Background: an optimization exercise with open tools, aiming at small area. Do not read the settings as production practice.
Where RTL was checked, it was by simulation tests only, not by an equivalence proof against the original.
The RTL of run 4 was laid out without a check of its function.
Power figures rest on the tool's default switching activity, not on a simulated workload.

### flow/run.sh
#!/bin/bash
# synth_recipe.tcl (not shown) runs the flow's synth.tcl, then flattens the netlist and writes it again
# the make line also repeats each setting of config.mk as NAME=value (left out here)
make -C /OpenROAD-flow-scripts/flow DESIGN_CONFIG=/design/flow/config.mk WORK_HOME=/design/flow/orfs CLKGATE_MAP_FILE= SYNTH_SCRIPT=/design/flow/synth_recipe.tcl finish
### flow/config.mk
export PLATFORM = sky130hd
export DESIGN_NAME = cordic
export DESIGN_NICKNAME = cordic
export VERILOG_FILES = /design/flow/design.v
export SDC_FILE = /design/flow/constraint.sdc
export NUM_CORES = 4
export LEC_CHECK = 0
export ABC_AREA = 1
export CAP_MARGIN = 20
export CORE_MARGIN = 2
export CORE_UTILIZATION = 40
export CTS_BUF_LIST = sky130_fd_sc_hd__clkbuf_8
export GPL_TIMING_DRIVEN = 1
export PLACE_DENSITY = 0.6
export SLEW_MARGIN = 20
### flow/constraint.sdc
create_clock -name core_clock -period 5.0 [get_ports {clock}]
set_input_delay 1.0000 -clock core_clock [delete_from_list [all_inputs] [get_ports {clock}]]
set_output_delay 1.0000 -clock core_clock [all_outputs]
set_load 0.01 [all_outputs]
### flow/design.v
`timescale 1ns / 1ps
module addsub #(
    parameter W = 8
) (
    input  [W-1:0] a,
    input  [W-1:0] b,
    input          sub,
    output [W-1:0] s
);
    logic [W:0] c;
    logic [W-1:0] bb;
    assign c[0] = sub;
    assign bb = b ^ {W{sub}};
    genvar i;
    generate
        for (i = 0; i < W; i++) begin : g
            assign s[i] = a[i] ^ bb[i] ^ c[i];
            assign c[i+1] = (a[i] & bb[i]) | (c[i] & (a[i] ^ bb[i]));
        end
    endgenerate
endmodule
module addsmall #(
    parameter W = 12,
    parameter K = 6
) (
    input  [W-1:0] a,
    input  [K-1:0] b,
    input          sub,
    output [W-1:0] s
);
    logic [K:0] c;
    logic [K-1:0] bb;
    logic t;
    assign c[0] = sub;
    assign bb = b ^ {K{sub}};
    assign t = b[K-1] ^ sub;       
    genvar i;
    generate
        for (i = 0; i < K; i++) begin : lo
            assign s[i] = a[i] ^ bb[i] ^ c[i];
            assign c[i+1] = (a[i] & bb[i]) | (c[i] & (a[i] ^ bb[i]));
        end
    endgenerate
    logic [W-K:0] all1, any1;
    assign all1[0] = 1'b1;
    assign any1[0] = 1'b0;
    generate
        for (i = K; i < W; i++) begin : hi
            assign all1[i-K+1] = all1[i-K] & a[i];
            assign any1[i-K+1] = any1[i-K] | a[i];
            assign s[i] = a[i] ^ t ^ (t ? (c[K] | any1[i-K]) : (c[K] & all1[i-K]));
        end
    endgenerate
endmodule
module addfast #(
    parameter W = 12,
    parameter K = 6
) (
    input  [W-1:0] a,
    input  [K-1:0] b,
    input          sub,
    output [W-1:0] s
);
    localparam LG = (K + 1 > 8) ? 4 : (K + 1 > 4) ? 3 : (K + 1 > 2) ? 2 : 1;
    logic [K-1:0] bb, pp, gg;
    logic t;
    assign bb = b ^ {K{sub}};
    assign t = b[K-1] ^ sub;       
    logic [K:0] G [0:LG];
    logic [K:0] P [0:LG];
    assign G[0] = {(a[K-1:0] & bb), sub};
    assign P[0] = {(a[K-1:0] ^ bb), 1'b0};
    genvar l, i;
    generate
        for (l = 0; l < LG; l++) begin : lev
            for (i = 0; i <= K; i++) begin : node
                if (((i >> l) & 1) == 1) begin : comb
                    localparam integer J = ((i >> l) << l) - 1;
                    assign G[l+1][i] = G[l][i] | (P[l][i] & G[l][J]);
                    assign P[l+1][i] = P[l][i] & P[l][J];
                end else begin : pass
                    assign G[l+1][i] = G[l][i];
                    assign P[l+1][i] = P[l][i];
                end
            end
        end
    endgenerate
    logic [K:0] c;
    assign c = G[LG];
    assign s[K-1:0] = (a[K-1:0] ^ bb) ^ c[K-1:0];
    logic [W-K:0] all1, any1;
    assign all1[0] = 1'b1;
    assign any1[0] = 1'b0;
    generate
        for (i = K; i < W; i++) begin : hi
            assign all1[i-K+1] = all1[i-K] & a[i];
            assign any1[i-K+1] = any1[i-K] | a[i];
            assign s[i] = a[i] ^ t ^ (t ? (c[K] | any1[i-K]) : (c[K] & all1[i-K]));
        end
    endgenerate
endmodule
module addfast2 #(
    parameter W = 12,
    parameter K = 6
) (
    input  [W-1:0] a,
    input  [K-1:0] b,
    input          sub,
    output [W-1:0] s
);
    localparam LG = (K + 1 > 8) ? 4 : (K + 1 > 4) ? 3 : (K + 1 > 2) ? 2 : 1;
    localparam U = W - K;
    localparam LU = (U > 8) ? 4 : (U > 4) ? 3 : (U > 2) ? 2 : (U > 1) ? 1 : 0;
    logic [K-1:0] bb;
    logic t;
    assign bb = b ^ {K{sub}};
    assign t = b[K-1] ^ sub;
    logic [K:0] G [0:LG];
    logic [K:0] P [0:LG];
    assign G[0] = {(a[K-1:0] & bb), sub};
    assign P[0] = {(a[K-1:0] ^ bb), 1'b0};
    genvar l, i;
    generate
        for (l = 0; l < LG; l++) begin : lev
            for (i = 0; i <= K; i++) begin : node
                if (((i >> l) & 1) == 1) begin : comb
                    localparam integer J = ((i >> l) << l) - 1;
                    assign G[l+1][i] = G[l][i] | (P[l][i] & G[l][J]);
                    assign P[l+1][i] = P[l][i] & P[l][J];
                end else begin : pass
                    assign G[l+1][i] = G[l][i];
                    assign P[l+1][i] = P[l][i];
                end
            end
        end
    endgenerate
    logic [K:0] c;
    assign c = G[LG];
    assign s[K-1:0] = (a[K-1:0] ^ bb) ^ c[K-1:0];
    logic [U-1:0] O [0:LU];
    logic [U-1:0] Z [0:LU];
    assign O[0] = a[W-1:K];
    assign Z[0] = ~a[W-1:K];
    generate
        for (l = 0; l < LU; l++) begin : ulev
            for (i = 0; i < U; i++) begin : unode
                if (((i >> l) & 1) == 1) begin : comb
                    localparam integer J = ((i >> l) << l) - 1;
                    assign O[l+1][i] = O[l][i] & O[l][J];
                    assign Z[l+1][i] = Z[l][i] & Z[l][J];
                end else begin : pass
                    assign O[l+1][i] = O[l][i];
                    assign Z[l+1][i] = Z[l][i];
                end
            end
        end
    endgenerate
    wire inc = c[K] & ~t;
    wire dec = ~c[K] & t;
    assign s[K] = a[K] ^ inc ^ dec;
    generate
        for (i = 1; i < U; i++) begin : hi
            assign s[K+i] = a[K+i] ^ ((inc & O[LU][i-1]) | (dec & Z[LU][i-1]));
        end
    endgenerate
endmodule
module addfast3 #(
    parameter W = 12,
    parameter K = 6
) (
    input  [W-1:0] a,
    input  [K-1:0] b,
    input          sub,
    output [W-1:0] s
);
    localparam LG = (K + 1 > 8) ? 4 : (K + 1 > 4) ? 3 : (K + 1 > 2) ? 2 : 1;
    localparam U = W - K;
    localparam LU = (U > 8) ? 4 : (U > 4) ? 3 : (U > 2) ? 2 : (U > 1) ? 1 : 0;
    logic [K-1:0] bb;
    logic t;
    assign bb = b ^ {K{sub}};
    assign t = b[K-1] ^ sub;
    logic [K:0] G [0:LG];
    logic [K:0] P [0:LG];
    assign G[0] = {(a[K-1:0] & bb), sub};
    assign P[0] = {(a[K-1:0] ^ bb), 1'b0};
    genvar l, i;
    generate
        for (l = 0; l < LG; l++) begin : lev
            for (i = 0; i <= K; i++) begin : node
                if (((i >> l) & 1) == 1) begin : comb
                    localparam integer J = ((i >> l) << l) - 1;
                    assign G[l+1][i] = G[l][i] | (P[l][i] & G[l][J]);
                    assign P[l+1][i] = P[l][i] & P[l][J];
                end else begin : pass
                    assign G[l+1][i] = G[l][i];
                    assign P[l+1][i] = P[l][i];
                end
            end
        end
    endgenerate
    logic [K:0] c;
    assign c = G[LG];
    assign s[K-1:0] = (a[K-1:0] ^ bb) ^ c[K-1:0];
    logic [U-1:0] O [0:LU];
    assign O[0] = a[W-1:K] ^ {U{t}};
    generate
        for (l = 0; l < LU; l++) begin : ulev
            for (i = 0; i < U; i++) begin : unode
                if (((i >> l) & 1) == 1) begin : comb
                    localparam integer J = ((i >> l) << l) - 1;
                    assign O[l+1][i] = O[l][i] & O[l][J];
                end else begin : pass
                    assign O[l+1][i] = O[l][i];
                end
            end
        end
    endgenerate
    wire inc = c[K] ^ t;
    assign s[K] = a[K] ^ inc;
    generate
        for (i = 1; i < U; i++) begin : hi
            assign s[K+i] = a[K+i] ^ (inc & O[LU][i-1]);
        end
    endgenerate
endmodule
`timescale 1ns / 1ps
module phase_controller (
    input clock,
    input reset,
    output [3:0] code,
    output [7:0] w,
    output [1:0] quadrant
);
    logic [3:0] cd;
    logic [7:0] wr;
    logic [5:0] c;
    logic e, r;
    logic [1:0] q;
    wire pre = (cd == 4'd0);
    wire endq = (cd == 4'd14) && (wr == 8'h1d || wr == 8'h1e);
    logic [7:0] up1, up2;           
    logic [7:0] upw, upw1;          
    assign up1 = ({8{cd == 0}} & 8'hf)
            | ({8{cd == 1}} & 8'h7e)
            | ({8{cd == 2}} & 8'h7e)
            | ({8{cd == 3}} & 8'h76)
            | ({8{cd == 4}} & 8'h7f)
            | ({8{cd == 5}} & 8'h7e)
            | ({8{cd == 6}} & 8'h7f)
            | ({8{cd == 7}} & 8'h40)
            | ({8{cd == 8}} & 8'h7f)
            | ({8{cd == 9}} & 8'h7e)
            | ({8{cd == 10}} & 8'h7e)
            | ({8{cd == 11}} & 8'h76)
            | ({8{cd == 12}} & 8'h7f)
            | ({8{cd == 13}} & 8'h7e);
    assign up2 = ({8{cd == 0}} & 8'he)
            | ({8{cd == 1}} & 8'h7d)
            | ({8{cd == 2}} & 8'h7d)
            | ({8{cd == 3}} & 8'h75)
            | ({8{cd == 4}} & 8'h7e)
            | ({8{cd == 5}} & 8'h7d)
            | ({8{cd == 6}} & 8'h7e)
            | ({8{cd == 7}} & 8'h3f)
            | ({8{cd == 8}} & 8'h7e)
            | ({8{cd == 9}} & 8'h7d)
            | ({8{cd == 10}} & 8'h7d)
            | ({8{cd == 11}} & 8'h75)
            | ({8{cd == 12}} & 8'h7e)
            | ({8{cd == 13}} & 8'h7d);
    assign upw = ({8{cd == 4'd2 || cd == 4'd6 || cd == 4'd8 || cd == 4'd10}} & 8'h80)
            | ({8{cd == 4'd1 || cd == 4'd4 || cd == 4'd5 || cd == 4'd9 || cd == 4'd12 || cd == 4'd13}} & 8'h81)
            | ({8{cd == 4'd3 || cd == 4'd11}} & 8'h88)
            | ({8{cd == 4'd7}} & 8'hbf)
            | ({8{cd == 4'd0}} & 8'he1);
    assign upw1 = ({8{cd == 4'd2 || cd == 4'd6 || cd == 4'd8 || cd == 4'd10}} & 8'h81)
            | ({8{cd == 4'd1 || cd == 4'd4 || cd == 4'd5 || cd == 4'd9 || cd == 4'd12 || cd == 4'd13}} & 8'h82)
            | ({8{cd == 4'd3 || cd == 4'd11}} & 8'h89)
            | ({8{cd == 4'd7}} & 8'hc0)
            | ({8{cd == 4'd0}} & 8'he2);
    wire hit1 = ((wr == 8'h0f) && (cd == 4'd0))
        || ((wr == 8'h40) && (cd == 4'd7))
        || ((wr == 8'h76) && (cd == 4'd3 || cd == 4'd11))
        || ((wr == 8'h7e) && (cd == 4'd1 || cd == 4'd2 || cd == 4'd5 || cd == 4'd9 || cd == 4'd10 || cd == 4'd13))
        || ((wr == 8'h7f) && (cd == 4'd4 || cd == 4'd6 || cd == 4'd8 || cd == 4'd12));
    wire hit2 = ((wr == 8'h0e) && (cd == 4'd0))
        || ((wr == 8'h3f) && (cd == 4'd7))
        || ((wr == 8'h75) && (cd == 4'd3 || cd == 4'd11))
        || ((wr == 8'h7d) && (cd == 4'd1 || cd == 4'd2 || cd == 4'd5 || cd == 4'd9 || cd == 4'd10 || cd == 4'd13))
        || ((wr == 8'h7e) && (cd == 4'd4 || cd == 4'd6 || cd == 4'd8 || cd == 4'd12));
    wire xing = (cd != 4'd14) && (hit1 || (e && hit2));
    wire over = e && hit1;             
    logic [7:0] w_step;
    wire g1 = e | wr[0];
    assign w_step[0] = wr[0] ^ ~e;
    assign w_step[1] = wr[1] ^ g1;
    genvar k;
    generate
        for (k = 2; k < 8; k++) begin : ws
            assign w_step[k] = wr[k] ^ (g1 & (&wr[k-1:1]));
        end
    endgenerate
    logic [5:0] c_next;
    wire c_big = (c >= 6'd25);
    addsub #(.W(6)) uc (.a(c), .b(c_big ? 6'd11 : 6'd14), .sub(c_big), .s(c_next));
    always_ff @(posedge clock) begin
        if (reset || pre) begin
            c <= '0;
            e <= 1'b0;
            r <= 1'b0;
        end
        else begin
            r <= endq;
            if (r)
                c <= '0;
            else begin
                c <= c_next;
                e <= c_big;
            end
        end
    end
    always_ff @(posedge clock) begin
        if (reset) begin
            q <= 2'd0;
            cd <= 4'd0;
            wr <= 8'd0;
        end
        else if (endq) begin
            q <= q + 2'd1;
            cd <= 4'd1;
            wr <= 8'he1;
        end
        else if (xing) begin
            cd <= cd + 4'd1;
            wr <= over ? upw1 : upw;
        end
        else
            wr <= w_step;
    end
    assign code = cd;
    assign w = wr;
    assign quadrant = q;
endmodule
`timescale 1ns / 1ps
module cordic (
    input clock,
    input reset,
    output signed [12:0] sine,
    output signed [12:0] cosine
);
    logic [3:0] code;
    logic [7:0] w;
    logic [1:0] q;
    phase_controller pc (.clock(clock), .reset(reset), .code(code), .w(w), .quadrant(q));
    wire [9:0] dirs_ac = {code, ~w[7], w[6:2]};
    wire tie1 = q[0] && (code == 4'd12) && (w == 8'h88);
    wire tie2 = q[0] && (code == 4'd4) && (w == 8'h88);
    wire [9:0] dirs_a = tie1 ? 10'b0100000010 : tie2 ? 10'b1100000010 : dirs_ac ^ {10{q[0]}};
    logic [10:0] x9, y9;
    wire [7:0] ts = dirs_a[9:2];
    wire sw = ts[7];
    wire [6:0] tj = ts[6:0] ^ {7{sw}};
    logic [10:0] ta, tb;
    assign ta[0] = (~tj[2] & ~tj[4]) | (~tj[1] & ~tj[4] & ~tj[6]) | (tj[3] & ~tj[4] & ~tj[6]) | (tj[1] & tj[2] & ~tj[3] & tj[4] & tj[5]) | (~tj[1] & ~tj[5]) | (tj[4] & tj[5] & tj[6]) | (tj[2] & ~tj[5] & tj[6]) | (tj[3] & ~tj[5] & ~tj[6]) | (~tj[1] & tj[3] & tj[6]) | (~tj[3] & tj[4] & tj[6]);
    assign ta[1] = (tj[2] & ~tj[5] & ~tj[6]) | (~tj[2] & tj[3] & tj[4] & tj[5] & ~tj[6]) | (~tj[1] & ~tj[3] & ~tj[4] & ~tj[5]) | (tj[0] & tj[3] & ~tj[4] & ~tj[5]) | (tj[0] & ~tj[1] & ~tj[3] & ~tj[5]) | (~tj[0] & tj[1] & ~tj[3] & tj[4] & ~tj[5]) | (~tj[1] & tj[2] & ~tj[3] & ~tj[4]) | (tj[0] & tj[2] & ~tj[3] & tj[4] & tj[5]) | (~tj[0] & tj[2] & tj[3] & ~tj[4] & tj[5]) | (tj[0] & tj[1] & ~tj[2] & tj[3] & tj[6]) | (~tj[0] & ~tj[1] & ~tj[2] & tj[4] & tj[5]) | (tj[0] & tj[1] & ~tj[2] & tj[5] & ~tj[6]) | (~tj[0] & tj[1] & ~tj[3] & ~tj[4] & ~tj[6]) | (~tj[1] & tj[2] & tj[3] & tj[5] & tj[6]) | (~tj[0] & ~tj[2] & tj[3] & tj[4] & ~tj[5] & tj[6]) | (tj[0] & ~tj[2] & tj[3] & tj[5] & ~tj[6]) | (~tj[0] & tj[1] & tj[2] & ~tj[3] & ~tj[6]) | (~tj[0] & tj[1] & ~tj[2] & ~tj[3] & tj[4] & tj[6]) | (tj[1] & ~tj[2] & tj[3] & ~tj[4] & tj[5] & tj[6]);
    assign ta[2] = (~tj[1] & ~tj[3] & ~tj[4] & ~tj[6]) | (tj[0] & ~tj[1] & ~tj[4] & ~tj[6]) | (~tj[0] & tj[2] & ~tj[3] & ~tj[4]) | (tj[2] & tj[3] & tj[4] & ~tj[5] & tj[6]) | (tj[2] & ~tj[3] & ~tj[4] & tj[5]) | (tj[1] & tj[3] & ~tj[5] & tj[6]) | (~tj[2] & ~tj[5] & ~tj[6]) | (~tj[0] & tj[1] & tj[4] & tj[5] & ~tj[6]) | (tj[0] & tj[3] & tj[4] & tj[6]) | (~tj[0] & ~tj[1] & tj[2] & tj[5] & ~tj[6]) | (~tj[3] & ~tj[5] & ~tj[6]) | (~tj[0] & tj[1] & ~tj[2] & ~tj[3] & tj[4]) | (~tj[1] & ~tj[2] & ~tj[3] & tj[4] & ~tj[5]) | (tj[1] & ~tj[2] & tj[3] & ~tj[4] & tj[6]) | (tj[0] & ~tj[2] & ~tj[3] & ~tj[4] & ~tj[5]) | (~tj[0] & ~tj[1] & ~tj[2] & tj[3] & tj[4] & tj[5]) | (~tj[0] & tj[1] & tj[2] & ~tj[3] & tj[5]) | (~tj[0] & tj[1] & ~tj[2] & tj[3] & ~tj[6]) | (tj[0] & tj[1] & tj[2] & ~tj[3] & tj[4] & ~tj[5]) | (tj[1] & ~tj[2] & ~tj[3] & tj[4] & tj[5] & tj[6]) | (tj[0] & ~tj[1] & tj[2] & ~tj[3] & tj[5] & tj[6]);
    assign ta[3] = (~tj[5] & ~tj[6]) | (tj[2] & ~tj[4] & ~tj[6]) | (~tj[0] & ~tj[1] & tj[3] & ~tj[4] & ~tj[6]) | (tj[1] & tj[4] & ~tj[6]) | (~tj[0] & ~tj[2] & tj[3] & ~tj[5]) | (tj[0] & tj[2] & tj[3] & ~tj[4] & ~tj[5]) | (~tj[0] & tj[2] & tj[4] & ~tj[5]) | (~tj[0] & ~tj[2] & ~tj[3] & ~tj[4] & tj[5] & tj[6]) | (tj[0] & ~tj[1] & ~tj[2] & tj[3] & ~tj[4] & tj[5] & tj[6]) | (~tj[0] & tj[2] & tj[3] & ~tj[4] & tj[5]) | (~tj[0] & ~tj[2] & tj[3] & tj[4] & tj[6]) | (tj[1] & tj[3] & tj[4] & tj[5]) | (tj[0] & tj[2] & ~tj[3] & tj[5] & tj[6]) | (~tj[0] & tj[1] & ~tj[2] & ~tj[4] & tj[6]) | (~tj[1] & tj[2] & ~tj[3] & ~tj[4] & ~tj[5]) | (tj[0] & ~tj[1] & ~tj[2] & ~tj[3] & ~tj[5]) | (~tj[0] & tj[1] & ~tj[2] & tj[4] & tj[5]) | (~tj[0] & ~tj[1] & tj[2] & ~tj[3] & tj[4] & tj[6]) | (tj[0] & ~tj[1] & ~tj[3] & tj[4] & tj[5] & tj[6]);
    assign ta[4] = (~tj[5] & ~tj[6]) | (~tj[2] & ~tj[3] & ~tj[4] & ~tj[6]) | (tj[2] & tj[3] & ~tj[4] & ~tj[6]) | (tj[1] & tj[2] & tj[4] & ~tj[6]) | (~tj[1] & ~tj[2] & tj[4] & ~tj[6]) | (tj[2] & ~tj[3] & ~tj[4] & ~tj[5]) | (~tj[0] & ~tj[1] & tj[2] & ~tj[5]) | (~tj[1] & tj[3] & tj[4] & ~tj[5]) | (tj[0] & ~tj[1] & ~tj[2] & ~tj[3] & tj[5]) | (~tj[0] & ~tj[1] & tj[2] & ~tj[3] & tj[6]) | (~tj[0] & tj[1] & tj[3] & tj[5] & tj[6]) | (tj[0] & tj[1] & tj[3] & ~tj[4] & tj[6]) | (~tj[0] & ~tj[1] & ~tj[3] & ~tj[5]) | (tj[0] & tj[1] & tj[2] & tj[5] & tj[6]) | (~tj[0] & ~tj[1] & ~tj[2] & ~tj[4] & tj[5] & tj[6]) | (~tj[1] & tj[2] & tj[4] & ~tj[5]) | (tj[1] & ~tj[2] & tj[3] & ~tj[4] & tj[6]);
    assign ta[5] = (~tj[5] & ~tj[6]) | (~tj[3] & ~tj[4] & ~tj[6]) | (tj[1] & tj[2] & ~tj[3] & ~tj[6]) | (tj[2] & ~tj[3] & ~tj[4] & ~tj[5]) | (~tj[2] & tj[4] & ~tj[5]) | (~tj[2] & ~tj[3] & ~tj[4] & tj[5]) | (tj[1] & tj[2] & tj[3] & tj[5] & tj[6]) | (~tj[1] & tj[2] & tj[4] & tj[5] & tj[6]) | (~tj[2] & tj[3] & ~tj[6]) | (~tj[1] & ~tj[2] & tj[3] & ~tj[4]) | (tj[1] & ~tj[2] & tj[3] & tj[4]) | (~tj[1] & tj[3] & tj[4] & ~tj[6]) | (tj[0] & tj[1] & tj[2] & ~tj[4] & tj[6]) | (~tj[0] & tj[2] & tj[4] & tj[5] & tj[6]) | (~tj[0] & ~tj[1] & ~tj[3] & tj[4] & tj[5] & tj[6]);
    assign ta[6] = (~tj[5] & ~tj[6]) | (~tj[4] & ~tj[6]) | (~tj[2] & ~tj[3] & ~tj[6]) | (~tj[2] & tj[3] & ~tj[4]) | (~tj[1] & tj[3] & ~tj[4]) | (~tj[1] & ~tj[2] & tj[3] & tj[6]) | (tj[3] & tj[4] & ~tj[5]) | (tj[2] & ~tj[3] & ~tj[4] & ~tj[5]) | (tj[2] & ~tj[3] & tj[4] & tj[5] & tj[6]) | (~tj[1] & ~tj[3] & ~tj[6]) | (~tj[0] & tj[3] & ~tj[5]) | (tj[0] & tj[1] & tj[2] & ~tj[3] & ~tj[4]);
    assign ta[7] = (~tj[6]) | (~tj[2] & ~tj[3] & ~tj[4]) | (tj[3] & tj[4]) | (tj[2] & tj[4] & tj[5]) | (~tj[1] & ~tj[3] & ~tj[4] & tj[5]) | (~tj[0] & ~tj[3] & ~tj[4] & tj[5]);
    assign ta[8] = (~tj[6]) | (~tj[4] & ~tj[5]) | (tj[3] & tj[4] & tj[5]) | (~tj[3] & ~tj[5]) | (tj[2] & tj[4] & tj[5]);
    assign ta[9] = (~tj[6]) | (~tj[5]) | (~tj[4]) | (~tj[2] & ~tj[3]);
    assign ta[10] = 1'b1;
    assign tb[0] = (~tj[3] & ~tj[6]) | (~tj[2] & ~tj[4]) | (~tj[4] & tj[5]) | (tj[3] & tj[6]) | (tj[3] & ~tj[5]);
    assign tb[1] = (~tj[0] & tj[1] & ~tj[2] & ~tj[5] & ~tj[6]) | (tj[0] & tj[1] & ~tj[2] & ~tj[3] & ~tj[6]) | (~tj[0] & tj[1] & tj[2] & ~tj[3] & ~tj[6]) | (tj[0] & ~tj[1] & ~tj[2] & tj[3] & ~tj[4]) | (~tj[0] & ~tj[1] & tj[2] & tj[3] & ~tj[6]) | (tj[0] & tj[1] & tj[2] & tj[3] & ~tj[6]) | (~tj[0] & tj[1] & ~tj[3] & ~tj[5]) | (~tj[0] & tj[2] & ~tj[4] & ~tj[5]) | (~tj[1] & ~tj[3] & ~tj[4] & tj[5] & tj[6]) | (~tj[0] & ~tj[1] & tj[3] & tj[4] & tj[5]) | (~tj[2] & tj[3] & ~tj[4] & tj[5] & tj[6]) | (tj[0] & ~tj[1] & tj[2] & ~tj[3] & tj[5]) | (~tj[0] & ~tj[3] & tj[4] & ~tj[5]) | (~tj[0] & ~tj[1] & ~tj[2] & ~tj[3] & ~tj[6]) | (tj[1] & tj[2] & tj[3] & tj[4] & tj[6]) | (tj[0] & ~tj[1] & ~tj[2] & tj[3] & ~tj[5]) | (tj[0] & tj[1] & tj[3] & tj[4] & tj[5]) | (tj[0] & ~tj[1] & ~tj[2] & ~tj[4] & tj[6]) | (tj[0] & ~tj[2] & tj[3] & ~tj[4] & ~tj[5]) | (~tj[0] & tj[1] & tj[2] & ~tj[3] & tj[4]) | (~tj[0] & ~tj[1] & ~tj[2] & tj[3] & tj[4] & tj[6]) | (~tj[0] & tj[1] & ~tj[2] & tj[3] & ~tj[4] & ~tj[6]);
    assign tb[2] = (tj[0] & tj[2] & ~tj[3] & tj[4] & ~tj[6]) | (tj[1] & tj[2] & tj[3] & ~tj[4] & ~tj[5]) | (~tj[0] & tj[1] & ~tj[2] & ~tj[3] & ~tj[4]) | (tj[0] & tj[1] & tj[2] & ~tj[3] & ~tj[4] & tj[5] & tj[6]) | (~tj[1] & tj[2] & ~tj[3] & ~tj[5]) | (tj[0] & ~tj[1] & ~tj[2] & ~tj[4] & tj[6]) | (~tj[0] & tj[2] & tj[3] & tj[4] & ~tj[5]) | (~tj[0] & ~tj[2] & tj[3] & tj[4] & tj[5]) | (tj[0] & ~tj[1] & ~tj[5] & ~tj[6]) | (~tj[0] & tj[1] & ~tj[5] & ~tj[6]) | (~tj[1] & ~tj[3] & tj[4] & ~tj[5]) | (~tj[0] & ~tj[1] & ~tj[3] & ~tj[4] & ~tj[6]) | (tj[0] & tj[1] & tj[2] & tj[3] & tj[5] & ~tj[6]) | (~tj[0] & tj[2] & tj[3] & ~tj[4] & tj[5] & tj[6]) | (~tj[0] & tj[1] & tj[2] & ~tj[3] & tj[4] & tj[5]) | (tj[0] & tj[1] & ~tj[2] & tj[3] & tj[4] & ~tj[5]) | (tj[0] & tj[1] & ~tj[2] & ~tj[3] & tj[4] & tj[5]) | (tj[0] & tj[1] & ~tj[2] & tj[3] & tj[5] & tj[6]) | (~tj[0] & tj[1] & ~tj[2] & ~tj[4] & ~tj[5]) | (tj[0] & ~tj[1] & ~tj[2] & ~tj[3] & tj[6]) | (~tj[0] & ~tj[1] & tj[4] & ~tj[5] & tj[6]) | (tj[0] & ~tj[2] & ~tj[3] & ~tj[4] & ~tj[5]) | (~tj[0] & ~tj[1] & tj[2] & ~tj[3] & ~tj[4]) | (~tj[0] & ~tj[1] & ~tj[2] & ~tj[4] & ~tj[6]) | (tj[0] & ~tj[1] & ~tj[2] & ~tj[3] & ~tj[4]) | (~tj[1] & ~tj[2] & tj[3] & tj[4] & tj[5] & ~tj[6]);
    assign tb[3] = (tj[0] & tj[1] & tj[2] & tj[3] & ~tj[4] & ~tj[6]) | (~tj[0] & ~tj[1] & ~tj[2] & ~tj[3] & ~tj[4] & ~tj[5]) | (tj[1] & ~tj[2] & tj[3] & ~tj[4] & ~tj[5]) | (tj[2] & ~tj[3] & tj[4] & ~tj[5] & tj[6]) | (tj[0] & tj[1] & ~tj[2] & tj[3] & tj[6]) | (tj[0] & tj[1] & ~tj[3] & ~tj[4] & tj[5] & tj[6]) | (~tj[0] & ~tj[1] & tj[3] & tj[5] & tj[6]) | (~tj[1] & tj[2] & tj[3] & tj[6]) | (~tj[0] & tj[1] & ~tj[2] & ~tj[3] & tj[5] & tj[6]) | (~tj[1] & tj[3] & tj[4] & tj[5]) | (tj[0] & ~tj[1] & tj[2] & tj[4] & tj[5]) | (~tj[0] & tj[3] & tj[4] & tj[5] & ~tj[6]) | (tj[0] & tj[1] & ~tj[3] & tj[4] & tj[5] & ~tj[6]) | (tj[0] & ~tj[1] & ~tj[2] & ~tj[3] & tj[5] & tj[6]) | (tj[0] & ~tj[2] & tj[3] & ~tj[4] & ~tj[5]) | (tj[0] & ~tj[2] & tj[3] & tj[4] & tj[5]) | (~tj[0] & ~tj[1] & ~tj[2] & ~tj[5] & ~tj[6]) | (~tj[0] & tj[1] & tj[2] & tj[4] & tj[5] & ~tj[6]);
    assign tb[4] = (tj[0] & ~tj[5] & ~tj[6]) | (tj[0] & ~tj[3] & ~tj[4] & ~tj[6]) | (tj[0] & ~tj[1] & ~tj[2] & ~tj[3] & ~tj[6]) | (~tj[0] & tj[1] & tj[2] & tj[4] & tj[5] & ~tj[6]) | (~tj[0] & tj[3] & tj[4] & tj[5] & ~tj[6]) | (~tj[0] & ~tj[2] & ~tj[3] & tj[4] & ~tj[5]) | (tj[0] & ~tj[1] & ~tj[2] & tj[3] & tj[4] & ~tj[5]) | (~tj[0] & tj[2] & tj[3] & ~tj[5] & tj[6]) | (~tj[1] & tj[2] & ~tj[3] & tj[4] & tj[5] & tj[6]) | (tj[0] & ~tj[2] & ~tj[3] & ~tj[4]) | (tj[0] & tj[2] & ~tj[3] & ~tj[5]) | (tj[1] & ~tj[2] & tj[3] & tj[5] & tj[6]) | (tj[0] & ~tj[1] & tj[2] & ~tj[4] & tj[5]) | (tj[0] & ~tj[2] & ~tj[4] & ~tj[6]) | (~tj[0] & ~tj[2] & tj[3] & tj[5] & tj[6]) | (tj[0] & tj[2] & tj[4] & tj[5] & tj[6]) | (tj[0] & tj[2] & tj[3] & tj[5] & tj[6]) | (~tj[0] & tj[1] & tj[3] & ~tj[4] & ~tj[5]) | (~tj[0] & tj[1] & ~tj[2] & ~tj[3] & tj[4] & tj[6]) | (~tj[0] & ~tj[1] & ~tj[2] & ~tj[4] & tj[5] & tj[6]);
    assign tb[5] = (~tj[1] & ~tj[5] & ~tj[6]) | (tj[0] & ~tj[1] & ~tj[6]) | (~tj[0] & tj[1] & tj[3] & tj[4] & tj[5] & ~tj[6]) | (tj[0] & tj[1] & ~tj[4] & ~tj[5]) | (~tj[0] & ~tj[1] & tj[2] & tj[3] & ~tj[4]) | (tj[0] & tj[1] & ~tj[2] & ~tj[3] & ~tj[5]) | (~tj[0] & tj[1] & tj[2] & tj[3] & tj[4] & tj[6]) | (tj[1] & ~tj[3] & ~tj[4] & tj[6]) | (~tj[1] & ~tj[2] & ~tj[3] & tj[4] & tj[5]) | (~tj[1] & ~tj[4] & ~tj[6]) | (~tj[0] & ~tj[1] & ~tj[2] & tj[4] & tj[6]) | (~tj[0] & tj[1] & ~tj[3] & tj[5] & tj[6]) | (tj[0] & ~tj[1] & tj[2] & tj[4] & ~tj[5]) | (~tj[1] & tj[2] & tj[3] & tj[5] & tj[6]) | (~tj[0] & tj[2] & ~tj[3] & tj[4] & tj[5] & ~tj[6]) | (~tj[1] & ~tj[2] & tj[3] & tj[4] & ~tj[5]) | (tj[1] & tj[2] & tj[4] & tj[5] & tj[6]) | (~tj[0] & ~tj[1] & ~tj[3] & tj[4] & ~tj[5]) | (~tj[0] & ~tj[1] & tj[3] & ~tj[4] & tj[5]);
    assign tb[6] = (tj[1] & ~tj[2] & ~tj[5] & ~tj[6]) | (~tj[1] & tj[2] & ~tj[6]) | (tj[0] & tj[1] & ~tj[2] & ~tj[6]) | (tj[2] & ~tj[3] & ~tj[4] & ~tj[5]) | (tj[1] & tj[2] & ~tj[4] & ~tj[5]) | (~tj[1] & ~tj[2] & tj[3] & tj[4] & ~tj[5] & tj[6]) | (~tj[2] & ~tj[3] & ~tj[4] & tj[5] & tj[6]) | (tj[1] & ~tj[2] & ~tj[4] & tj[5]) | (~tj[1] & tj[2] & tj[3] & ~tj[4] & tj[5]) | (~tj[0] & ~tj[1] & ~tj[2] & tj[3] & tj[4] & tj[6]) | (tj[2] & ~tj[3] & tj[4] & tj[5] & tj[6]) | (tj[0] & tj[1] & tj[2] & tj[4] & tj[6]) | (~tj[0] & tj[1] & tj[2] & tj[4] & tj[5]) | (tj[0] & tj[2] & ~tj[4] & ~tj[5]) | (tj[1] & ~tj[2] & ~tj[3] & ~tj[6]) | (tj[0] & tj[1] & ~tj[2] & ~tj[3] & tj[5]) | (tj[0] & ~tj[2] & ~tj[4] & tj[5] & tj[6]) | (tj[1] & tj[2] & ~tj[3] & tj[4] & tj[6]) | (~tj[0] & ~tj[1] & ~tj[2] & ~tj[3] & tj[4] & ~tj[5]);
    assign tb[7] = (tj[1] & tj[2] & tj[3] & ~tj[5] & ~tj[6]) | (~tj[2] & ~tj[3] & ~tj[6]) | (tj[1] & tj[2] & tj[3] & ~tj[4] & ~tj[6]) | (~tj[1] & ~tj[3] & ~tj[6]) | (~tj[0] & ~tj[3] & tj[4] & tj[5] & ~tj[6]) | (~tj[3] & ~tj[4] & ~tj[5]) | (~tj[1] & ~tj[2] & tj[3] & tj[4] & ~tj[5] & tj[6]) | (tj[2] & ~tj[3] & ~tj[4] & tj[6]) | (tj[2] & ~tj[3] & ~tj[5] & tj[6]) | (tj[1] & ~tj[2] & tj[3] & tj[5] & tj[6]) | (~tj[1] & tj[3] & ~tj[4] & tj[5] & tj[6]) | (tj[0] & ~tj[2] & ~tj[3] & ~tj[5]) | (tj[1] & ~tj[2] & ~tj[3] & ~tj[5]) | (tj[0] & ~tj[1] & tj[3] & tj[5] & tj[6]) | (tj[0] & tj[1] & tj[2] & tj[3] & ~tj[6]) | (~tj[1] & tj[2] & tj[3] & tj[5] & tj[6]);
    assign tb[8] = (tj[1] & tj[2] & ~tj[4] & ~tj[6]) | (tj[3] & ~tj[4] & ~tj[6]) | (~tj[2] & ~tj[3] & tj[4]) | (~tj[1] & ~tj[3] & tj[4]) | (tj[3] & ~tj[4] & ~tj[5]) | (tj[4] & tj[5] & tj[6]) | (~tj[3] & tj[4] & tj[6]) | (tj[1] & tj[2] & tj[3] & ~tj[4]) | (~tj[1] & ~tj[2] & tj[4] & tj[6]) | (~tj[0] & ~tj[3] & tj[4] & tj[5]);
    assign tb[9] = (tj[0] & tj[1] & tj[2] & tj[4] & tj[5] & ~tj[6]) | (tj[3] & tj[4] & tj[5] & ~tj[6]) | (~tj[4] & ~tj[5]) | (~tj[3] & ~tj[5] & tj[6]) | (~tj[1] & ~tj[2] & ~tj[5] & tj[6]);
    assign tb[10] = (tj[1] & tj[3] & tj[4] & tj[6]) | (tj[2] & tj[3] & tj[4] & tj[6]) | (tj[5] & tj[6]);
    assign x9 = sw ? tb : ta;
    assign y9 = sw ? ta : tb;
    logic [10:0] x10, y10;
    addsmall #(.W(11), .K(3)) ux10 (.a(11'(x9)), .b(3'(y9 >> 9)), .sub(dirs_a[1]), .s(x10));
    addsmall #(.W(11), .K(3)) uy10 (.a(11'(y9)), .b(3'(x9 >> 9)), .sub(~dirs_a[1]), .s(y10));
    logic [9:0] dirs_r1;
    logic [1:0] q_r1;
    logic [10:0] x_r1;
    logic [10:0] y_r1;
    always_ff @(posedge clock) begin
        dirs_r1 <= dirs_a;
        q_r1 <= q;
        x_r1 <= x10;
        y_r1 <= y10;
    end
    wire mx = q_r1[0] ^ q_r1[1];
    wire my = q_r1[1];
    wire bx = y_r1[10];
    wire by = x_r1[10];
    logic signed [2:0] ax, ay;
    assign ax = mx ? (dirs_r1[0] ? 3'd1 + {2'b00, bx} : 3'd1 - {2'b00, bx}) : (dirs_r1[0] ? 3'd0 - {2'b00, bx} : {2'b00, bx});
    assign ay = my ? (dirs_r1[0] ? 3'd1 - {2'b00, by} : 3'd1 + {2'b00, by}) : (dirs_r1[0] ? {2'b00, by} : 3'd0 - {2'b00, by});
    logic [10:0] rx, ry;
    addfast2 #(.W(11), .K(3)) ux11 (.a(x_r1 ^ {11{mx}}), .b(ax), .sub(1'b0), .s(rx));
    addfast2 #(.W(11), .K(3)) uy11 (.a(y_r1 ^ {11{my}}), .b(ay), .sub(1'b0), .s(ry));
    assign cosine = {1'b0, ~mx, rx};
    assign sine = {1'b0, ~my, ry};
endmodule
==> run_results.csv, run 1 <==
group,metric,value,unit
final_layout,drive_above_1_share,10.0,%
place,gp_congestion,1.12,
cts,cts_tree,"yes",
power,ir_worst_vdd,0.0948,mV
place,dp_hpwl,19500,um
place,dpl_cell_area,0.00686,mm2
die,fp-row-count,45,
die,die_h,129,um
cts,htreeDepth,2,
drt,first_pass_iters,6,
final_layout,postLayoutCellArea,0.00701,mm2
critical_path,rr_worst_depth,24,
critical_path,start_kind,"flop",
run_status,status,"complete, no violations",
sta,finalClockSkew,0.0152,ns
critical_path,arrival,4.95,ns
sta,fin_crit_sh,94.5,%
synth,ys_ff_latch,47,
final_layout,fin_nets,1162,
critical_path,crit_path_end_kind,"flop",
place,port_buffers,25,
sta,fin_tns_setup,0,ns
cts,cts_buffers,5,
die,dieArea,0.0167,mm2
min_path,whs_path_depth,0,
drt,ant_nets,0,
critical_path,crit_type,"reg -> reg",
die,floorplan.initialDensity,41.0,%
sta,layout_min_cycle_time,4.72,ns
cts,clkTransAtPathRegs,0.10,ns
synth,yosys_most_used_dff,"dfxtp_1",
job,drv_cap,0,
cts,post_cts_buffers,0,
drt,wl_per_cell,17.7,um
cts,clk_latency,0.33,ns
global_route,grt_pass1_wl,37000,um
final_layout,syn_to_final_growth,12.0,%
cts,ctsRootBufferMaster,"clkbuf_8",
synth,yosysWarningCount,7,
global_route,grt_overflow_total,0,
sta,timing.hold.ws,0.421,ns
power,p_leak,3.40,nW
sta,maxSlewViolCount,0,
critical_path,path_max_fanout,23,
final_layout,antenna_cells,0,
drt,drc,0,
synth,yosysUniqueCellTypes,52,
sta,hold_violations,0,
critical_path,cp.required,5.22,ns
sta,worst_pin_slew,0.548,ns
cts,clock_sinks,47,
drt,drtIter0Drc,773,
die,ioPinCount,28,
synth,synthArstFlopShare,0,%
drt,vias,7381,
sta,rsz0062_at_grt,"false",
final_layout,layout_common_cells,"nand2_1, nor2_1, inv_1",
global_route,first_global_vias,6661,
synth,syn_avg_cell_area,5.69,um2
critical_path,reg2reg_slack,0.28,ns
drt,wl,23900,um
synth,synth_cells,1100,
final_layout,final_common_cell,"nand2_1",
sta,max_freq,212,MHz
die,fp.dieW,129,um
global_route,track_usage,29.0,%
synth,synth_edf_count,0,
cts,max-clock-path-buffers,2,
global_route,antenna_found_initial,0,
global_route,grt_max_degree,24,
power,p_per_area,108,mW/mm2
sta,max_slew_margin,63.3,%
die,core,0.0153,mm2
synth,synth-seq-area-share,15.0,%
min_path,hold_path.class,"reg -> reg",
sta,setup_viol,0,
synth,syn-cell-area,0.00625,mm2
drt,vias_per_cell,5.47,
[per-layer routing]
layer | routed length, um | part of all wire, % | global-route usage, % | up-vias
li1 | - | - | - | 3592
met1 | 10100 | 42 | 39.0 | 3266
met2 | 10300 | 43 | 44.7 | 424
met3 | 2240 | 9.4 | 5.90 | 99
met4 | 1230 | 5.1 | 13.5 | 0
met5 | 0 | 0 | 0 | -
[sequential cells by signal (all words and copies together) (netlist names)]
register  flops
dirs_r1       1
pc.c          6
pc.cd         4
pc.e          1
pc.q          2
pc.r          1
pc.wr         8
q_r1          2
x_r1         11
y_r1         11
[worst max-delay path, stage by stage, from the launching register on]
cell and delay [ns]:
dfxtp_1 0.36, inv_1 0.14, ha_1 0.20, inv_1 0.08
nor2_1 0.20, nand3_4 0.24, nand2_1 0.15, nand2_1 0.07
nand2_2 0.29, nand2_1 0.27, nor2_1 0.44, nand2_1 0.23
o211ai_1 0.14, a21oi_1 0.09, nand3_1 0.17, nand2_1 0.07
nand2_1 0.10, fa_1 0.18, inv_1 0.05, fa_1 0.42
inv_1 0.13, nor2_2 0.07, or2_2 0.30, xor2_1 0.15
inv_1 0.05
[metrics by stage]
stage / instances / setup WS [ns] / power, W / utilization [%]
after global routing: 1350 / 0.0195 / 0.000793 / 45.9
after global placement: 1342 / 0.0826 / 0.000467 / 45.0
after detailed placement: 1342 / 0.194 / 0.000467 / 45.0
after floorplan: 1101 / 1.02 / 0.000439 / -
after CTS: 1350 / 0.165 / 0.000772 / 45.7
final: 1350 / 0.276 / 0.000759 / 45.9
[layout make-up]
cell class	count	area (um2)
sequential	47	941
clock buffer	5	68.8
inverter	127	477
multi-input combinational	884	4600
fill	1706	8250
timing repair buffer	73	614
tap	211	264
clock inverter	3	47.5
[power by group]
part           leakage [nW]  internal, W  switching [W]
logic                  2.96    0.0000363      0.0000394
clock network        0.0587     0.000152       0.000147
registers             0.380     0.000380     0.00000426
[cell usage after synthesis, types with 2 or more instances]
master     number  share of area [%]
nand2_1       301                 18
nor2_1        177                 11
inv_1         120                7.2
nand3_1        99                7.9
xor2_1         49                6.9
dfxtp_1        47                 15
o21ai_0        46                3.7
a21oi_1        33                2.6
nand4_1        21                2.1
nand2_2        18                1.8
buf_2          16                1.3
xnor2_1        15                2.1
nor3_1         14                1.1
ha_1           13                2.6
buf_4          12                1.4
nor2_2         11                1.1
fa_1            9                2.9
inv_2           7               0.42
o21ai_1         7               0.56
buf_6           6                1.1
o211ai_1        6               0.72
or2_2           6               0.60
a211oi_1        5               0.60
clkbuf_1        5               0.30
nor4_1          5               0.50
o22ai_1         5               0.50
a31oi_1         4               0.40
buf_1           4               0.24
o2111ai_1       4               0.56
nand3_2         3               0.48
nor2_4          3               0.54
o311ai_0        3               0.42
a21o_1          2               0.24
and2_1          2               0.20
mux2i_1         2               0.32
nand2_4         2               0.36
o21a_1          2               0.24
o31ai_1         2               0.24
[cell families (layout without fill, tap and decap cells)]
kind of cell | count (synthesis) | count (layout) | share of synthesized area, %
DFF | 47 | 47 | 15.0
AOI/OAI and AO/OA | 128 | 128 | 12.1
adders and majority gates | 22 | 22 | 5.48
other | 1 | 2 | 0.0600
muxes | 3 | 3 | 0.500
and+or+nand+nor | 664 | 664 | 45.6
buffers and inverters | 170 | 208 | 12.0
xor gates and xnor gates | 65 | 65 | 9.22
[path summary, 6_finish.rpt]
kind | startpoint | end
hold / removal | pc.q[1] | q_r1[1]
hold reg to reg | pc.q[1] | q_r1[1]
setup / recovery | pc.cd[0] | y_r1[3]
setup reg to reg | pc.cd[0] | y_r1[3]
[what timing repair did]
| item | 4_1_cts | 5_1_grt |
|---|---|---|
| hold buffers | 0 | 0 |
| gates resized for setup | 0 | 6 |
| endpoints found under the setup margin | 0 | 14 |
==> inputs of run 2 (changes only) <==
--- a/flow/config.mk
+++ b/flow/config.mk
@@ -10,6 +10,6 @@
 export CORE_MARGIN = 2
 export CORE_UTILIZATION = 40
 export CTS_BUF_LIST = sky130_fd_sc_hd__clkbuf_8
-export GPL_TIMING_DRIVEN = 1
-export PLACE_DENSITY = 0.6
+export GPL_TIMING_DRIVEN = 0
+export PLACE_DENSITY = 0.8
 export SLEW_MARGIN = 20
==> run_results.csv, run 2 <==
group,metric,value,unit
cts,cts_buffers,5,
final_layout,syn_to_final_growth,11.0,%
synth,synth.most_common_cell,"nand2_1",
sta,fin_crit_sh,96.7,%
global_route,grt_pass1_wl,36900,um
drt,drtIter0Drc,948,
die,dieArea,0.0167,mm2
drt,vias,7506,
critical_path,critical-path-top-delay-family,"simple AND/OR/NAND/NOR gates",
critical_path,cp.required,5.22,ns
final_layout,fill_cells,1669,
cts,clkTransAtPathRegs,0.10,ns
drt,first_pass_iters,6,
die,fp.dieW,129,um
final_layout,drive_above_1_share,9.97,%
sta,max_slew_margin,58.5,%
synth,yosys_most_used_dff,"dfxtp_1",
critical_path,critPathMostFrequentCell,"inv_1",
power,total_power,0.000712,W
final_layout,final_util,45.5,%
final_layout,reg_top3,"x_r1 x11, y_r1 x11, pc.wr x8",
sta,finalClockSkew,0.00930,ns
sta,rsz0062_at_grt,"true",
cts,cts_tree,"yes",
power,ir_worst_vdd,0.0951,mV
cts,cts_resized,2,
synth,synth_area_leaders,"nand2_1, dfxtp_1, nor2_1",
cts,max-clock-path-buffers,2,
final_layout,regArea,945,um2
die,die_h,129,um
final_layout,antenna_cells,0,
synth,yosys.area.top_type,"nand2_1",
place,gp_congestion,1.08,
synth,synth.cells.most_frequent,"nand2_1, nor2_1, inv_1",
synth,ys_ff_latch,47,
critical_path,rr_worst_depth,25,
critical_path,arrival,5.06,ns
cts,htreeDepth,2,
global_route,track_usage,28.8,%
die,core,0.0153,mm2
sta,maxSlewViolCount,0,
die,ioPinCount,28,
sta,setup_viol,0,
critical_path,crit_type,"reg -> reg",
synth,synth_top_area_share,18.1,%
cts,clock_sinks,47,
global_route,grt_overflow_total,0,
synth,yosysUniqueCellTypes,52,
synth,yosysWarningCount,7,
cts,ctsRootBufferMaster,"clkbuf_8",
critical_path,crit_path_end_kind,"flop",
drt,wl_per_cell,18.0,um
global_route,grt_max_degree,18,
drt,ant_nets,0,
final_layout,fin_nets,1156,
place,dpl_cell_area,0.00677,mm2
sta,max_freq,207,MHz
run_status,status,"complete, no violations",
global_route,first_global_vias,6806,
cts,clk_latency,0.32,ns
power,p_leak,3.36,nW
final_layout,final_common_cell,"nand2_1",
drt,drc,0,
drt,vias_per_cell,5.58,
sta,worst_pin_slew,0.623,ns
synth,syn_avg_cell_area,5.69,um2
critical_path,start_kind,"flop",
critical_path,worst-path-buf-inv,8,
die,floorplan.initialDensity,41.0,%
critical_path,critPathSlowestCell,"dfxtp_1",
min_path,hold_path.class,"reg -> reg",
drt,wl,24200,um
synth,syn-cell-area,0.00625,mm2
final_layout,postLayoutCellArea,0.00694,mm2
synth,synthArstFlopShare,0,%
sta,hold_violations,0,
final_layout,multi_input_area,0.00463,mm2
synth,synth-seq-area-share,15.0,%
global_route,antenna_found_initial,0,
job,drv_cap,0,
place,port_buffers,25,
cts,cts_hold_buf,0,
critical_path,max_stage_delay,0.44,ns
critical_path,crit_cells,25,
cts,post_cts_buffers,0,
synth,synth_cells,1100,
die,fp-row-count,45,
place,dp_hpwl,19000,um
critical_path,path_max_fanout,10,
synth,synth_edf_count,0,
power,p_per_area,103,mW/mm2
sta,layout_min_cycle_time,4.84,ns
final_layout,layout_common_cells,"nand2_1, nor2_1, inv_1",
min_path,whs_path_depth,0,
sta,fin_tns_setup,0,ns
run 2: cells by family after synthesis:
kind of cell	synth area share [%]
AOI/OAI and AO/OA	12.1
adders and majority gates	5.48
buffers and inverters	12.0
DFF	15.0
muxes	0.500
and+or+nand+nor	45.6
other	0.0600
xor gates and xnor gates	9.22
run 2: where the power goes:
| part | internal [W] | leakage, nW | switching (W) |
|---|---|---|---|
| combinational | 0.0000370 | 2.93 | 0.0000410 |
| clock | 0.000104 | 0.0467 | 0.000148 |
| sequential | 0.000379 | 0.381 | 0.00000352 |
| total | 0.000520 | 3.36 | 0.000192 |
run 2: worst paths after layout:
check	from	to	slack, ns
setup / recovery	pc.cd[0]	y_r1[3]	0.16
hold / removal	pc.q[1]	q_r1[1]	0.38
setup reg to reg	pc.cd[0]	y_r1[3]	0.16
hold reg to reg	pc.q[1]	q_r1[1]	0.38
run 2: stage by stage:
stage / cells / setup WS (ns) / hold slack [ns]
detailed placement: 1337 / -0.0680 / 0.365
CTS: 1344 / 0.00814 / 0.386
global placement: 1337 / 0.0589 / 0.357
floorplan: 1101 / 1.02 / 0.351
global route: 1344 / -0.00421 / 0.387
finish: 1344 / 0.164 / 0.379
run 2: worst reg2reg max path, cell delays in order, from the launching register on:
cell and delay, ns:
dfxtp_1 0.44, inv_1 0.14, ha_1 0.26, inv_1 0.13, nor2_1 0.08, nand3_2 0.11
buf_2 0.22, nand3_1 0.10, nand2_1 0.12, buf_2 0.31, nand2_1 0.29, nor2_4 0.28
nor4_1 0.09, and2_1 0.19, nand2_1 0.07, o21ai_0 0.13, mux2_2 0.30, inv_1 0.07
fa_1 0.17, inv_1 0.06, fa_1 0.44, inv_1 0.15, nor2_2 0.07, or2_2 0.32
xor2_1 0.15, inv_1 0.05
run 2: area by class of cell:
class	instances	area share, %
Buffer	42	4.04
Clock buffer	5	0.992
Clock inverter	3	0.397
Inverter	127	6.87
Multi-Input combinational cell	884	66.7
Sequential cell	47	13.6
Tap cell	211	3.80
Timing Repair Buffer	25	3.61
run 2: layer usage:
layer	part of all wire [%]	track usage [%]
met1	42	38.9
met2	43	44.8
met3	11	5.49
met4	4.5	12.4
met5	0	0
==> inputs of run 3 (changes only) <==
--- a/flow/config.mk
+++ b/flow/config.mk
@@ -11,5 +11,5 @@
 export CORE_UTILIZATION = 40
 export CTS_BUF_LIST = sky130_fd_sc_hd__clkbuf_8
 export GPL_TIMING_DRIVEN = 0
-export PLACE_DENSITY = 0.8
+export PLACE_DENSITY = 0.6
 export SLEW_MARGIN = 20
==> run_results.csv, run 3 <==
group,metric,value,unit
final_layout,antenna_cells,0,
sta,maxSlewViolCount,0,
sta,max_freq,213,MHz
sta,setup_viol,0,
job,drv_cap,0,
synth,yosysUniqueCellTypes,52,
synth,syn_avg_cell_area,5.69,um2
drt,wl_per_cell,18.1,um
power,p_per_area,103,mW/mm2
place,gp_congestion,1.08,
sta,finalClockSkew,0.00811,ns
critical_path,critPathMostFrequentCell,"inv_1",
synth,synth_top_area_share,18.1,%
cts,clk_latency,0.33,ns
run_status,status,"complete, no violations",
cts,cts_tree,"yes",
critical_path,crit_path_end_kind,"flop",
synth,synth-seq-area-share,15.0,%
place,dp_hpwl,19300,um
place,port_buffers,25,
synth,synth.most_common_cell,"nand2_1",
final_layout,final_common_cell,"nand2_1",
cts,clock_sinks,47,
sta,worst_pin_slew,0.764,ns
sta,hold_violations,0,
sta,fin_crit_sh,94.0,%
synth,yosysWarningCount,7,
sta,fin_tns_setup,0,ns
synth,synth_area_leaders,"nand2_1, dfxtp_1, nor2_1",
synth,syn-cell-area,0.00625,mm2
final_layout,fin_nets,1156,
synth,synth_edf_count,0,
drt,vias,7416,
cts,clkTransAtPathRegs,0.10,ns
power,p_leak,3.35,nW
cts,ctsRootBufferMaster,"clkbuf_8",
synth,yosys_most_used_dff,"dfxtp_1",
critical_path,start_kind,"flop",
drt,vias_per_cell,5.52,
sta,max_slew_margin,48.9,%
drt,first_pass_iters,6,
sta,layout_min_cycle_time,4.70,ns
final_layout,syn_to_final_growth,10.6,%
global_route,track_usage,28.9,%
cts,max-clock-path-buffers,2,
drt,drtIter0Drc,985,
die,core,0.0153,mm2
drt,wl,24300,um
critical_path,path_max_fanout,10,
sta,rsz0062_at_grt,"false",
critical_path,cp.required,5.21,ns
min_path,hold_path.class,"reg -> reg",
die,ioPinCount,28,
global_route,grt_pass1_wl,36500,um
power,total_power,0.000713,W
global_route,grt_max_degree,18,
final_layout,layout_common_cells,"nand2_1, nor2_1, inv_1",
final_layout,drive_above_1_share,9.62,%
global_route,grt_overflow_total,0,
synth,ys_ff_latch,47,
critical_path,critPathSlowestCell,"dfxtp_1",
critical_path,max_stage_delay,0.43,ns
critical_path,crit_chain,"inv_1 > ha_1 > inv_1 > nor2_1 > nand3_2 > buf_2 > nand3_1 > nand2_2 > buf_2 > nor2_1 > nand2_1 > o22ai_1 > or2_2 > nor4_1 > nand3_1 > mux2i_1 > fa_1 > inv_1 > nor2_2 > inv_1 > nand2_1 > o21ai_0 > xor2_1",
synth,synthArstFlopShare,0,%
synth,synth_cells,1100,
critical_path,critical-path-top-delay-family,"simple AND/OR/NAND/NOR gates",
synth,synth.cells.most_frequent,"nand2_1, nor2_1, inv_1",
die,die_h,129,um
critical_path,arrival,4.91,ns
final_layout,fin_cells,1344,
global_route,first_global_vias,6506,
critical_path,crit_type,"reg -> reg",
cts,cts_hold_buf,0,
cts,cts_buffers,5,
power,ir_worst_vdd,0.124,mV
place,dp.cells,1337,
cts,htreeDepth,2,
drt,drc,0,
critical_path,worst-path-buf-inv,6,
die,dieArea,0.0167,mm2
synth,yosys.area.top_type,"nand2_1",
global_route,antenna_found_initial,0,
die,fp-row-count,45,
drt,ant_nets,0,
die,floorplan.initialDensity,41.0,%
final_layout,reg_top3,"x_r1 x11, y_r1 x11, pc.wr x8",
die,fp.dieW,129,um
## run 3: cell families after synthesis
| logic type | count (synthesis) | synth area share [%] |
|---|---|---|
| fa+ha+maj | 22 | 5.48 |
| flops | 47 | 15.0 |
| xor+xnor | 65 | 9.22 |
| mux | 3 | 0.500 |
| buf+inv | 170 | 12.0 |
| other cells | 1 | 0.0600 |
| compound gates | 128 | 12.1 |
| simple gates | 664 | 45.6 |
## run 3: worst register-to-register path: cells and delay by family, from the launching register on
family	cells	cell delay [ns]
multiplexers	1	0.25
XOR/XNOR	1	0.15
buffers and inverters	6	1.00
flip-flops	1	0.43
AO/OA/AOI/OAI	2	0.18
adder cells (fa/ha/maj)	2	0.54
AND/OR/NAND/NOR	11	2.04
## run 3: layout make-up
cell class                 count  area [um2]
fill                        1737        8340
multi-input combinational    884        4610
sequential                    47         942
inverter                     127         477
buffer                        42         283
tap                          211         264
timing repair buffer          25         250
clock buffer                   5        68.8
clock inverter                 3        26.3
## run 3: routing by layer
layer	part of all wire, %	GRT usage, %	vias to the layer above
li1	-	-	3582
met1	43	39.1	3355
met2	43	44.8	396
met3	10	6.15	83
met4	4.2	12.1	0
met5	0	0	-
## run 3: final timing paths
| path | end | from | slack [ns] | cells past startpoint |
|---|---|---|---|---|
| worst min-delay path | q_r1[1] | pc.q[1] | 0.36 | 0 |
| worst min register to register | q_r1[1] | pc.q[1] | 0.36 | 0 |
| worst max register to register | y_r1[4] | pc.cd[0] | 0.30 | 23 |
| worst max-delay path | y_r1[4] | pc.cd[0] | 0.30 | 23 |
## run 3: stage by stage
step / hold WS [ns] / cell area [um2] / worst slack (ns) / util, %
floorplan: 0.351 / 6260 / 1.02 / -
global placement: 0.359 / 6770 / 0.0148 / 44.4
detailed placement: 0.369 / 6770 / -0.0221 / 44.4
CTS: 0.358 / 6870 / 0.0776 / 45.0
global route: 0.366 / 6920 / 0.0114 / 45.3
finish: 0.363 / 6920 / 0.301 / 45.3
## run 3: where the power goes
| group | switching (W) | internal [W] | total, W |
|---|---|---|---|
| clock | 0.000151 | 0.000103 | 0.000254 |
| combinational | 0.0000397 | 0.0000368 | 0.0000765 |
| sequential | 0.00000339 | 0.000380 | 0.000383 |
| total | 0.000194 | 0.000520 | 0.000713 |
## run 3: repair_timing
action,in CTS,in global routing
setup endpoints to repair,5,17
buffers inserted,0,0
gates resized for setup,2,19
pin swaps,0,0
==> inputs of run 4 (changes only) <==
--- a/flow/design.v
+++ b/flow/design.v
@@ -387,8 +387,8 @@
     assign x9 = sw ? tb : ta;
     assign y9 = sw ? ta : tb;
     logic [10:0] x10, y10;
-    addsmall #(.W(11), .K(3)) ux10 (.a(11'(x9)), .b(3'(y9 >> 9)), .sub(dirs_a[1]), .s(x10));
-    addsmall #(.W(11), .K(3)) uy10 (.a(11'(y9)), .b(3'(x9 >> 9)), .sub(~dirs_a[1]), .s(y10));
+    addfast2 #(.W(11), .K(3)) ux10 (.a(11'(x9)), .b(3'(y9 >> 9)), .sub(dirs_a[1]), .s(x10));
+    addfast2 #(.W(11), .K(3)) uy10 (.a(11'(y9)), .b(3'(x9 >> 9)), .sub(~dirs_a[1]), .s(y10));
     logic [9:0] dirs_r1;
     logic [1:0] q_r1;
     logic [10:0] x_r1;
--- a/flow/config.mk
+++ b/flow/config.mk
@@ -10,6 +10,6 @@
 export CORE_MARGIN = 2
 export CORE_UTILIZATION = 40
 export CTS_BUF_LIST = sky130_fd_sc_hd__clkbuf_8
-export GPL_TIMING_DRIVEN = 0
+export GPL_TIMING_DRIVEN = 1
 export PLACE_DENSITY = 0.6
 export SLEW_MARGIN = 20
==> run_results.csv, run 4 <==
group,metric,value,unit
synth,synth_area_leaders,"nand2_1, dfxtp_1, nand3_1",
synth,synthArstFlopShare,0,%
cts,cts_hold_buf,0,
place,gp_congestion,1.06,
sta,hold_violations,0,
power,comb_power_share,7.9,%
die,core,0.0159,mm2
drt,ant_nets,0,
critical_path,crit_chain,"inv_1 > ha_1 > inv_1 > nor2_1 > nand3_4 > nand2_1 > nand2_1 > nand2_2 > buf_4 > nor2_2 > nand2_1 > nor3_1 > a221oi_1 > o21ai_0 > nor4_1 > buf_4 > o21ai_0 > ha_1 > a21oi_1 > nand2_2 > nor2_4 > nand3_1 > nand3_1 > nand2_1",
sta,maxSlewViolCount,0,
critical_path,start_kind,"flop",
synth,synth_cells,1162,
cts,cts_resized,0,
job,drv_cap,0,
drt,wl,24000,um
critical_path,rr_worst_depth,24,
min_path,whs_path_depth,0,
place,dpl_cell_area,0.00697,mm2
global_route,use_met1,36.2,%
place,port_buffers,25,
sta,fin_crit_sh,90.8,%
sta,rsz0062_at_grt,"false",
drt,vias_per_cell,5.46,
die,floorplan.initialDensity,41.0,%
critical_path,max_stage_delay,0.36,ns
cts,max-clock-path-buffers,2,
sta,finalClockSkew,0.0168,ns
sta,worst_pin_slew,0.519,ns
synth,syn_avg_cell_area,5.60,um2
run_status,status,"complete, no violations",
synth,syn-cell-area,0.00651,mm2
cts,htreeDepth,2,
power,clockPowerShare,40.8,%
synth,synth_edf_count,0,
global_route,grt_pass1_wl,37300,um
final_layout,fin_cells,1398,
final_layout,postLayoutCellArea,0.00710,mm2
synth,synth.most_common_cell,"nand2_1",
final_layout,multi_input_area,0.00477,mm2
critical_path,r2r-end,"x_r1[6]",
synth,ys_ff_latch,47,
drt,vias,7639,
die,fp.dieW,132,um
critical_path,arrival,4.77,ns
sta,max_slew_margin,65.0,%
sta,setup_viol,0,
final_layout,syn_to_final_growth,9.07,%
cts,clkTransAtPathRegs,0.10,ns
global_route,use_met3,4.48,%
place,dp.cells,1390,
die,die_h,132,um
min_path,hold_path.class,"reg -> reg",
drt,drtIter0Drc,794,
final_layout,layout_common_cells,"nand2_1, nor2_1, inv_1",
global_route,track_usage,27.4,%
drt,drc,0,
synth,yosys_most_used_dff,"dfxtp_1",
sta,timing.hold.ws,0.385,ns
power,p_sw_share,25.0,%
synth,yosysUniqueCellTypes,49,
die,fp-row-count,46,
critical_path,critPathMostFrequentCell,"nand2_1",
cts,clock_sinks,47,
die,ioPinCount,28,
critical_path,path_max_fanout,23,
sta,layout_min_cycle_time,4.54,ns
critical_path,reg2reg_slack,0.46,ns
power,power_switching,0.000186,W
power,p_leak,3.55,nW
cts,post_cts_buffers,0,
cts,cts_buffers,5,
synth,synth.cells.most_frequent,"nand2_1, nor2_1, inv_1",
final_layout,antenna_cells,0,
global_route,first_global_vias,6840,
drt,first_pass_iters,5,
cts,ctsRootBufferMaster,"clkbuf_8",
power,p_seq_share,51.4,%
critical_path,critPathSlowestCell,"dfxtp_1",
min_path,hold_start,"pc.q[1]",
cts,cts_tree,"yes",
critical_path,cp.required,5.23,ns
global_route,antenna_found_initial,0,
synth,synth_top_area_share,20.9,%
place,dp_hpwl,19400,um
synth,synth-seq-area-share,14.4,%
critical_path,crit_type,"reg -> reg",
power,ir_worst_vdd,0.101,mV
global_route,met2_usage,43.5,%
cts,clk_latency,0.34,ns
final_layout,fin_nets,1207,
global_route,grt_overflow_total,0,
critical_path,r2r_start,"pc.cd[0]",
synth,yosys.area.top_type,"nand2_1",
power,internal-power,0.000557,W
min_path,hold_end,"q_r1[1]",
final_layout,regArea,941,um2
final_layout,final_common_cell,"nand2_1",
global_route,grt_max_degree,39,
final_layout,reg_top3,"x_r1 x11, y_r1 x11, pc.wr x8",
die,dieArea,0.0173,mm2
final_layout,fill_cells,1790,
critical_path,crit_path_end_kind,"flop",
power,p_per_area,105,mW/mm2
synth,yosysWarningCount,7,
sta,max_freq,220,MHz
drt,wl_per_cell,17.1,um
global_route,top_usage_layer,"met2",
sta,fin_tns_setup,0,ns
final_layout,drive_above_1_share,8.88,%
run 4: changes by cell type in the layout (fill, tap and decap cells not counted), moves of 5 or more:
| cell | delta |
|---|---|
| o21ai_1 | -5 |
| buf_2 | -13 |
| inv_1 | +8 |
| nand2_4 | +5 |
| xor2_1 | -8 |
| buf_4 | +17 |
| nand3_1 | +19 |
| nor3_1 | +8 |
| nand4_1 | -11 |
| nor2_1 | -20 |
| buf_6 | -7 |
| nand2_1 | +59 |
run 4: area by class of cell:
class	instances	share of cell area, %
repair buffers	55	6.87
well taps	216	3.80
inverters	139	7.35
multi-input cells	933	67.1
flip-flops and latches	47	13.2
clock inverters	3	0.669
clock buffers	5	0.969
run 4: logic make-up (layout without fill, tap and decap cells):
kind of cell | after synthesis | count (layout) | synth area share, %
simple gates | 723 | 723 | 47.9
buf+inv | 183 | 202 | 12.8
compound gates | 128 | 128 | 11.8
xor+xnor | 56 | 56 | 7.53
flops | 47 | 47 | 14.4
fa+ha+maj | 24 | 24 | 5.42
other cells | 1 | 2 | 0.0576
run 4: worst max path at each step:
stage,startpoint,end,depth (start not counted)
2_1_floorplan,q_r1[1],cosine[10],18
3_5_place_dp,pc.cd[0],y_r1[10],23
5_1_grt,q_r1[1],cosine[10],18
4_1_cts,pc.cd[0],x_r1[8],23
6_report,pc.cd[0],x_r1[6],24
3_3_place_gp,pc.cd[0],y_r1[10],23
run 4: metal layers:
| metal | share of wire [%] | routed length [um] | vias up |
|---|---|---|---|
| met3 | 8.9 | 2130 | 88 |
| met4 | 4.9 | 1180 | 0 |
| li1 | - | - | 3749 |
| met5 | 0 | 0 | - |
| met1 | 42 | 10100 | 3429 |
| met2 | 44 | 10600 | 373 |
run 4: critical path: cells and delay by family (launching register included):
family / cells / cell delay [ns]
AO/OA/AOI/OAI: 4 / 0.71
buffers and inverters: 4 / 0.67
AND/OR/NAND/NOR: 14 / 2.14
flip-flops: 1 / 0.36
adder cells (fa/ha/maj): 2 / 0.54
run 4: per-stage QoR:
stage          power [W]  util [%]  worst slack (ns)
2_1_floorplan   0.000429         -              1.36
3_5_place_dp    0.000449      43.9             0.380
4_1_cts         0.000759      44.6             0.333
6_report        0.000743      44.7             0.458
5_1_grt         0.000781      44.7            0.0773
3_3_place_gp    0.000448      43.9             0.513
run 4: power by group through the flow:
stage	clock network (W)	logic [W]	registers, W
2_1_floorplan	0	0.0000392	0.000389
3_3_place_gp	0	0.0000578	0.000390
3_5_place_dp	0	0.0000583	0.000391
4_1_cts	0.000318	0.0000586	0.000382
5_1_grt	0.000333	0.0000654	0.000382
6_report	0.000303	0.0000584	0.000382

## separate check: timing with driven ports
Ports are ideal in the flow. The routed layouts listed here were re-timed in OpenROAD. Step 1 assumes that a clkbuf_16 drives the clock port and a buf_2 every other input. Step 2 adds t to the input delays and takes it off the output delays; t is the mean of the earliest and latest rising clock arrival at the registers after step 1. Input paths then give back, and output paths get back, about the clock's delay inside the block. Slacks: ideal ports / drivers / drivers and shift; pairs: ideal ports / drivers.
run | t (ns) | setup slack, ns | worst hold slack (ns) | worst setup path after step 2 | worst data-port slew with drivers (ns)
run 1 | 0.359 | 0.276 / 0.276 / 0.276 | 0.421 / 0.421 / 0.421 | register to register | 0.03
run 2 | 0.351 | 0.164 / 0.164 / 0.164 | 0.379 / 0.379 / 0.379 | register to register | 0.03
run 3 | 0.361 | 0.301 / 0.301 / 0.301 | 0.363 / 0.363 / 0.363 | register to register | 0.03
run 4 | 0.372 | 0.458 / 0.456 / 0.458 | 0.385 / 0.385 / 0.385 | register to register | 0.03
After both steps setup and hold are still met in every run listed.
